This is an optimization exercise on Yosys and OpenROAD, whose aim is small area and a short achievable clock period, not a production implementation.
Where RTL was checked, it was by simulation tests only, not by an equivalence proof against the original.

==> run a <==
Design hex_to_dec, start of the top module:
module hex_to_dec(
    input wire clk_25MHz,
    input wire [31: 0]hex,
    output wire [31: 0]dec
);
reg s0_h;
reg s0_r0;
reg s0_r1;
reg s0_r2;
reg s1_h;
reg s1_r0;
reg s1_r1;
reg s1_r2;
reg s2_h;
reg s2_r0;
reg s2_r1;
reg s2_r2;
reg s3_h;
reg s3_r0;
reg s3_r1;
reg s3_r2;
reg s4_0;
reg s4_1;
reg s_x11;
reg s_x10;
reg s_x9;
reg s_x8;
reg s_x7;
reg s_x6;
reg s_x5;
reg s_x4;
reg s_x3;
reg s_x2;
reg s_x1;
reg s_x0;
wire [4:0] n1;
enter0 u1(.i({~hex[23],hex[26],hex[25],hex[24]}), .o(n1));
wire [3:0] n2;
step0 u2(.i({~hex[22],n1[2],n1[1],n1[0]}), .o(n2));
wire [3:0] n3;
step0 u3(.i({~hex[21],n2[2],n2[1],n2[0]}), .o(n3));
wire [3:0] n4;
step0 u4(.i({~hex[20],n3[2],n3[1],n3[0]}), .o(n4));
wire [3:0] n5;
step0 u5(.i({~hex[19],n4[2],n4[1],n4[0]}), .o(n5));
wire [3:0] n6;
conv0 u6(.i({n1[4],n1[3],n2[3],n3[3]}), .o(n6));
wire [3:0] n7;
step0 u7(.i({n4[3],n6[2],n6[1],n6[0]}), .o(n7));
wire [3:0] n8;
step0 u8(.i({~hex[18],n5[2],n5[1],n5[0]}), .o(n8));
wire [3:0] n9;
step0 u9(.i({n5[3],n7[2],n7[1],n7[0]}), .o(n9));
wire [3:0] n10;
step0 u10(.i({~hex[17],n8[2],n8[1],n8[0]}), .o(n10));
wire [3:0] n11;
step0 u11(.i({n8[3],n9[2],n9[1],n9[0]}), .o(n11));
wire [3:0] n12;
step0 u12(.i({~hex[16],n10[2],n10[1],n10[0]}), .o(n12));
wire [3:0] n13;
step0 u13(.i({n10[3],n11[2],n11[1],n11[0]}), .o(n13));
wire [3:0] n14;
conv1 u14(.i({n6[3],n7[3],n9[3]}), .o(n14));
wire [3:0] n15;
step0 u15(.i({n11[3],n14[2],n14[1],n14[0]}), .o(n15));
wire [3:0] n16;
step0 u16(.i({~hex[15],n12[2],n12[1],n12[0]}), .o(n16));
wire [3:0] n17;
step0 u17(.i({n12[3],n13[2],n13[1],n13[0]}), .o(n17));
wire [3:0] n18;
step0 u18(.i({n13[3],n15[2],n15[1],n15[0]}), .o(n18));
wire [3:0] n19;
step0 u19(.i({~hex[14],n16[2],n16[1],n16[0]}), .o(n19));
wire [3:0] n20;
step0 u20(.i({n16[3],n17[2],n17[1],n17[0]}), .o(n20));
wire [3:0] n21;
step0 u21(.i({n17[3],n18[2],n18[1],n18[0]}), .o(n21));
wire [3:0] n22;
step0 u22(.i({~hex[13],n19[2],n19[1],n19[0]}), .o(n22));
wire [3:0] n23;
step0 u23(.i({n19[3],n20[2],n20[1],n20[0]}), .o(n23));
wire [3:0] n24;
step0 u24(.i({n20[3],n21[2],n21[1],n21[0]}), .o(n24));
wire [3:0] n25;
  ...
export LEC_CHECK = 0
export ABC_AREA = 1
export CAP_MARGIN = 20
export CORE_MARGIN = 2
export CORE_UTILIZATION = 40
export CTS_BUF_LIST = sky130_fd_sc_hd__clkbuf_4
export SLEW_MARGIN = 20
export SYNTH_HIERARCHICAL = 1
export SYNTH_MINIMUM_KEEP_SIZE = 0
create_clock -name core_clock -period 75.0 [get_ports {clk_25MHz}]
standard.sh (not shown) runs the stock make flow with config.mk's settings and CLKGATE_MAP_FILE= SYNTH_SCRIPT=/design/flow/synth_recipe.tcl, a recipe that flattens the netlist after the stock synthesis.
==> flow/flow/run.sh <==
#!/bin/bash
# The standard layout (standard.sh), except that the buffers that the flow puts
# on every input and output port are buf_1 cells instead of the resizer's
# default choice (a 10 um2 delay buffer).
set -euo pipefail
bash standard.sh BUFFER_PORTS_ARGS="-buffer_cell sky130_fd_sc_hd__buf_1" finish > standard_make.log 2>&1
==> run b (differences from run a) <==
--- a/flow/design.v
+++ b/flow/design.v
@@ -138,11 +138,11 @@
 reg s3_h;
 reg s3_r0;
 reg s3_r1;
 reg s3_r2;
 reg s4_0;
-reg s4_1;
+reg s_x12;
 reg s_x11;
 reg s_x10;
 reg s_x9;
 reg s_x8;
 reg s_x7;
@@ -204,25 +204,25 @@
 wire [3:0] n25;
 conv2 u25(.i({n14[3],n15[3],n18[3]}), .o(n25));
 wire [3:0] n26;
 step0 u26(.i({n21[3],n25[2],n25[1],n25[0]}), .o(n26));
 wire [3:0] n27;
-step0 u27(.i({~hex[12],n22[2],n22[1],n22[0]}), .o(n27));
+step0 u27(.i({~s_x12,s0_r2,s0_r1,s0_r0}), .o(n27));
 wire [3:0] n28;
-step0 u28(.i({n22[3],n23[2],n23[1],n23[0]}), .o(n28));
+step0 u28(.i({s0_h,s1_r2,s1_r1,s1_r0}), .o(n28));
 wire [3:0] n29;
-step0 u29(.i({n23[3],n24[2],n24[1],n24[0]}), .o(n29));
+step0 u29(.i({s1_h,s2_r2,s2_r1,s2_r0}), .o(n29));
 wire [3:0] n30;
-step0 u30(.i({n24[3],n26[2],n26[1],n26[0]}), .o(n30));
+step0 u30(.i({s2_h,s3_r2,s3_r1,s3_r0}), .o(n30));
 wire [3:0] n31;
-step0 u31(.i({~s_x11,s0_r2,s0_r1,s0_r0}), .o(n31));
+step0 u31(.i({~s_x11,n27[2],n27[1],n27[0]}), .o(n31));
 wire [3:0] n32;
-step0 u32(.i({s0_h,s1_r2,s1_r1,s1_r0}), .o(n32));
+step0 u32(.i({n27[3],n28[2],n28[1],n28[0]}), .o(n32));
 wire [3:0] n33;
-step0 u33(.i({s1_h,s2_r2,s2_r1,s2_r0}), .o(n33));
+step0 u33(.i({n28[3],n29[2],n29[1],n29[0]}), .o(n33));
 wire [3:0] n34;
-step0 u34(.i({s2_h,s3_r2,s3_r1,s3_r0}), .o(n34));
+step0 u34(.i({n29[3],n30[2],n30[1],n30[0]}), .o(n34));
 wire [3:0] n35;
 step0 u35(.i({~s_x10,n31[2],n31[1],n31[0]}), .o(n35));
 wire [3:0] n36;
 step0 u36(.i({n31[3],n32[2],n32[1],n32[0]}), .o(n36));
 wire [3:0] n37;
@@ -236,11 +236,11 @@
 wire [3:0] n41;
 step0 u41(.i({n36[3],n37[2],n37[1],n37[0]}), .o(n41));
 wire [3:0] n42;
 step0 u42(.i({n37[3],n38[2],n38[1],n38[0]}), .o(n42));
 wire [3:0] n43;
-conv0 u43(.i({s4_1,s4_0,s3_h,n34[3]}), .o(n43));
+conv0 u43(.i({s4_0,s3_h,n30[3],n34[3]}), .o(n43));
 wire [3:0] n44;
 step0 u44(.i({n38[3],n43[2],n43[1],n43[0]}), .o(n44));
 wire [3:0] n45;
 step0 u45(.i({~s_x8,n39[2],n39[1],n39[0]}), .o(n45));
 wire [3:0] n46;
@@ -356,28 +356,28 @@
 wire [2:0] n101;
 out0 u101(.i({n94[2],n94[1],n94[0]}), .o(n101));
 wire [2:0] n102;
 out0 u102(.i({n95[2],n95[1],n95[0]}), .o(n102));
 always @(posedge clk_25MHz) begin
-    s0_h <= n27[3];
-    s0_r0 <= n27[0];
-    s0_r1 <= n27[1];
-    s0_r2 <= n27[2];
-    s1_h <= n28[3];
-    s1_r0 <= n28[0];
-    s1_r1 <= n28[1];
-    s1_r2 <= n28[2];
-    s2_h <= n29[3];
-    s2_r0 <= n29[0];
-    s2_r1 <= n29[1];
-    s2_r2 <= n29[2];
-    s3_h <= n30[3];
-    s3_r0 <= n30[0];
-    s3_r1 <= n30[1];
-    s3_r2 <= n30[2];
-    s4_0 <= n26[3];
-    s4_1 <= n25[3];
+    s0_h <= n22[3];
+    s0_r0 <= n22[0];
+    s0_r1 <= n22[1];
+    s0_r2 <= n22[2];
+    s1_h <= n23[3];
+    s1_r0 <= n23[0];
+    s1_r1 <= n23[1];
+    s1_r2 <= n23[2];
+    s2_h <= n24[3];
+    s2_r0 <= n24[0];
+    s2_r1 <= n24[1];
+    s2_r2 <= n24[2];
+    s3_h <= n26[3];
+    s3_r0 <= n26[0];
+    s3_r1 <= n26[1];
+    s3_r2 <= n26[2];
+    s4_0 <= n25[3];
+    s_x12 <= hex[12];
     s_x11 <= hex[11];
     s_x10 <= hex[10];
     s_x9 <= hex[9];
     s_x8 <= hex[8];
     s_x7 <= hex[7];
Settings changed: CTS_BUF_LIST sky130_fd_sc_hd__clkbuf_4 to default.
==> comparison table <==
metric	run a	run b
Minimum setup slack in the final design	55000 ps	54690 ps
Max-slew headroom	0.664	0.654
Post-detailed-placement half-perimeter wirelength	8530 microns	8570 microns
Total buffers and inverters traversed by the critical path	7	8
Met1 usage in global routing	0.183	0.182
Number of vias in the routed layout	6339	6300
Layout buffering overhead excluding clock cells	0.0383	0.0377
Iter 0 DRT Violations	261	217
Hold path start	hex[0]	hex[1]
Aggregate routed wire length	9780 microns	9770 microns
Fmax	50.0 MHz	49.2 MHz
Status	complete, no violations	complete, no violations
Worst-case setup slack after placement	55340 ps	54950 ps
Final worst hold slack	14750 ps	14820 ps
Global-route usage over all layers	0.142	0.140
For run a, only the layout was checked, not whether the RTL still works.

==> inputs of trial 54 <==
hex_to_dec, a different RTL version from the one above (not shown whole).
## hex_to_dec
module hex_to_dec(
    input wire clk_25MHz,
    input wire [31: 0]hex,
    output wire [31: 0]dec
);
clock: 75.0 ns
lec_check: 0
abc_area: 1
cap_margin: 20
core_margin: 2
core_utilization: 40
cts_buf_list: sky130_fd_sc_hd__clkbuf_4
slew_margin: 20
synth_hierarchical: 1
synth_minimum_keep_size: 0
==> flow/flow/run.sh <==
#!/bin/bash
# The standard layout (standard.sh), with two changes:
# - the buffers that the flow puts on every input and output port are buf_1
#   cells instead of the resizer's default choice (a 10 um2 delay buffer);
# - the weakest drive of some cells is not used where the next drive has the
#   same area (o21ai_0 -> o21ai_1, inv_1 -> inv_2 and so on), so paths get faster at no area.
#   The list repeats the platform's own don't-use cells.
set -euo pipefail
DU="sky130_fd_sc_hd__probe_p_8 sky130_fd_sc_hd__probec_p_8 sky130_fd_sc_hd__lpflow_bleeder_1 sky130_fd_sc_hd__lpflow_clkbufkapwr_1 sky130_fd_sc_hd__lpflow_clkbufkapwr_16 sky130_fd_sc_hd__lpflow_clkbufkapwr_2 sky130_fd_sc_hd__lpflow_clkbufkapwr_4 sky130_fd_sc_hd__lpflow_clkbufkapwr_8 sky130_fd_sc_hd__lpflow_clkinvkapwr_1 sky130_fd_sc_hd__lpflow_clkinvkapwr_16 sky130_fd_sc_hd__lpflow_clkinvkapwr_2 sky130_fd_sc_hd__lpflow_clkinvkapwr_4 sky130_fd_sc_hd__lpflow_clkinvkapwr_8 sky130_fd_sc_hd__lpflow_decapkapwr_12 sky130_fd_sc_hd__lpflow_decapkapwr_3 sky130_fd_sc_hd__lpflow_decapkapwr_4 sky130_fd_sc_hd__lpflow_decapkapwr_6 sky130_fd_sc_hd__lpflow_decapkapwr_8 sky130_fd_sc_hd__lpflow_inputiso0n_1 sky130_fd_sc_hd__lpflow_inputiso0p_1 sky130_fd_sc_hd__lpflow_inputiso1n_1 sky130_fd_sc_hd__lpflow_inputiso1p_1 sky130_fd_sc_hd__lpflow_inputisolatch_1 sky130_fd_sc_hd__lpflow_isobufsrc_1 sky130_fd_sc_hd__lpflow_isobufsrc_16 sky130_fd_sc_hd__lpflow_isobufsrc_2 sky130_fd_sc_hd__lpflow_isobufsrc_4 sky130_fd_sc_hd__lpflow_isobufsrc_8 sky130_fd_sc_hd__lpflow_isobufsrckapwr_16 sky130_fd_sc_hd__lpflow_lsbuf_lh_hl_isowell_tap_1 sky130_fd_sc_hd__lpflow_lsbuf_lh_hl_isowell_tap_2 sky130_fd_sc_hd__lpflow_lsbuf_lh_hl_isowell_tap_4 sky130_fd_sc_hd__lpflow_lsbuf_lh_isowell_4 sky130_fd_sc_hd__lpflow_lsbuf_lh_isowell_tap_1 sky130_fd_sc_hd__lpflow_lsbuf_lh_isowell_tap_2 sky130_fd_sc_hd__lpflow_lsbuf_lh_isowell_tap_4  sky130_fd_sc_hd__o21ai_0 sky130_fd_sc_hd__a21boi_0 sky130_fd_sc_hd__and2_0 sky130_fd_sc_hd__or2_0 sky130_fd_sc_hd__o311ai_0 sky130_fd_sc_hd__inv_1"
bash standard.sh BUFFER_PORTS_ARGS="-buffer_cell sky130_fd_sc_hd__buf_1" DONT_USE_CELLS="$DU" finish > standard_make.log 2>&1
==> inputs of trial 33, as changes to trial 54 <==
==> flow/flow/run.sh (replaced) <==
#!/bin/bash
# The standard layout (standard.sh), except that the buffers that the flow puts
# on every input and output port are buf_1 cells instead of the resizer's
# default choice (a 10 um2 delay buffer).
set -euo pipefail
bash standard.sh BUFFER_PORTS_ARGS="-buffer_cell sky130_fd_sc_hd__buf_1" finish > standard_make.log 2>&1
==> inputs of trial 49, as changes to trial 54 <==
==> flow/flow/run.sh (replaced) <==
#!/bin/bash
# The standard layout (standard.sh), except that the buffers that the flow puts
# on every input and output port are buf_1 cells instead of the resizer's
# default choice (a 10 um2 delay buffer).
set -euo pipefail
bash standard.sh BUFFER_PORTS_ARGS="-buffer_cell sky130_fd_sc_hd__buf_1" finish > standard_make.log 2>&1
--- a/flow/config.mk
+++ b/flow/config.mk
@@ -10,4 +10,5 @@
 export CORE_MARGIN = 2
-export CORE_UTILIZATION = 40
+export CORE_UTILIZATION = 65
 export CTS_BUF_LIST = sky130_fd_sc_hd__clkbuf_4
+export PLACE_DENSITY = 0.8
 export SLEW_MARGIN = 20
==> run summary <==
item	trial 49	trial 33	trial 54
Pin count of the biggest net entering global routing	10	11	10
Result of the run	timing/DRC/antenna clean	timing/DRC/antenna clean	timing/DRC/antenna clean
Area of the die	0.00883 mm²	0.0141 mm²	0.0151 mm²
Sequential-to-total area share from yosys stat	11.4%	11.4%	10.6%
Adder and majority cell fraction of the synthesized area	1.90%	1.90%	1.77%
Maximum clock frequency	51.2 MHz	51.3 MHz	51.5 MHz
Detailed-route wire length on metal 1	4570 µm	5230 µm	5150 µm
Met2 Routed Length	4790 µm	4420 µm	4430 µm
Final weighted congestion in routability-driven placement	0.806	0.791	0.766
Arrival time reported for the critical path endpoint	4550 ps	4500 ps	4400 ps
Die span in x	94.0 µm	119 µm	123 µm
Detail-routed via count per cell	4.96	4.63	4.51
Proportion of cell area occupied by multi-input gates	67.1%	66.3%	58.4%
WHS Endpoint	s_x4	s_x3	s_x3
Number of cell rows	32	41	43
Overall fraction of global-route tracks in use	23.1%	14.7%	13.3%
Filler-free cell count of the finished design	1280	1351	1439
Worst-path clk slew	90 ps	100 ps	90 ps
Transition at the pin with the smallest max-transition slack	561 ps	669 ps	445 ps
Seq/total area	10.6%	10.5%	9.72%
Post-Synthesis Mean Instance Area	4.73 µm²	4.73 µm²	4.74 µm²
Worst hold slack across all endpoints	14760 ps	14750 ps	14760 ps

==> afterwards: timing with drivers on the ports <==
The flow's constraints put no driver on any port. The routed layouts listed below were extracted and timed again, unchanged, in two steps. Step 1 (the two cells are an assumption about what drives the block):
set clk [get_ports {clk_25MHz}]
set_driving_cell -lib_cell sky130_fd_sc_hd__clkbuf_16 $clk
set_driving_cell -lib_cell sky130_fd_sc_hd__buf_2 [delete_from_list [all_inputs] $clk]
Step 2 adds t to the input delays and takes it off the output delays; t is the mean of the earliest and latest rising clock arrival at the registers after step 1. Input paths then give back, and output paths get back, about the clock's delay inside the block. Slacks: ideal ports / drivers / drivers and shift; pairs: ideal ports / drivers.
| run | t, ns | setup WS [ns] | hold WS [ns] | worst setup path at the end | pins driven straight from the clock port |
|---|---|---|---|---|---|
| run a | 0.350 | 55.000 / 54.974 / 55.324 | 14.752 / 14.747 / 15.098 | register to output | 1 |
| run b | 0.298 | 54.690 / 54.657 / 54.956 | 14.820 / 14.808 / 15.107 | register to output | 1 |
| trial 54 | 0.343 | 55.595 / 55.572 / 55.336 | 14.755 / 14.755 / 15.097 | input to register | 1 |
| trial 33 | 0.351 | 55.500 / 55.472 / 55.247 | 14.752 / 14.748 / 15.099 | input to register | 1 |
| trial 49 | 0.342 | 55.451 / 55.424 / 55.241 | 14.764 / 14.761 / 15.103 | input to register | 1 |
After both steps setup and hold are still met in every run listed. The setup slack of trial 54, which loses most, moves by -0.023 ns with the drivers and by -0.259 ns with both steps.
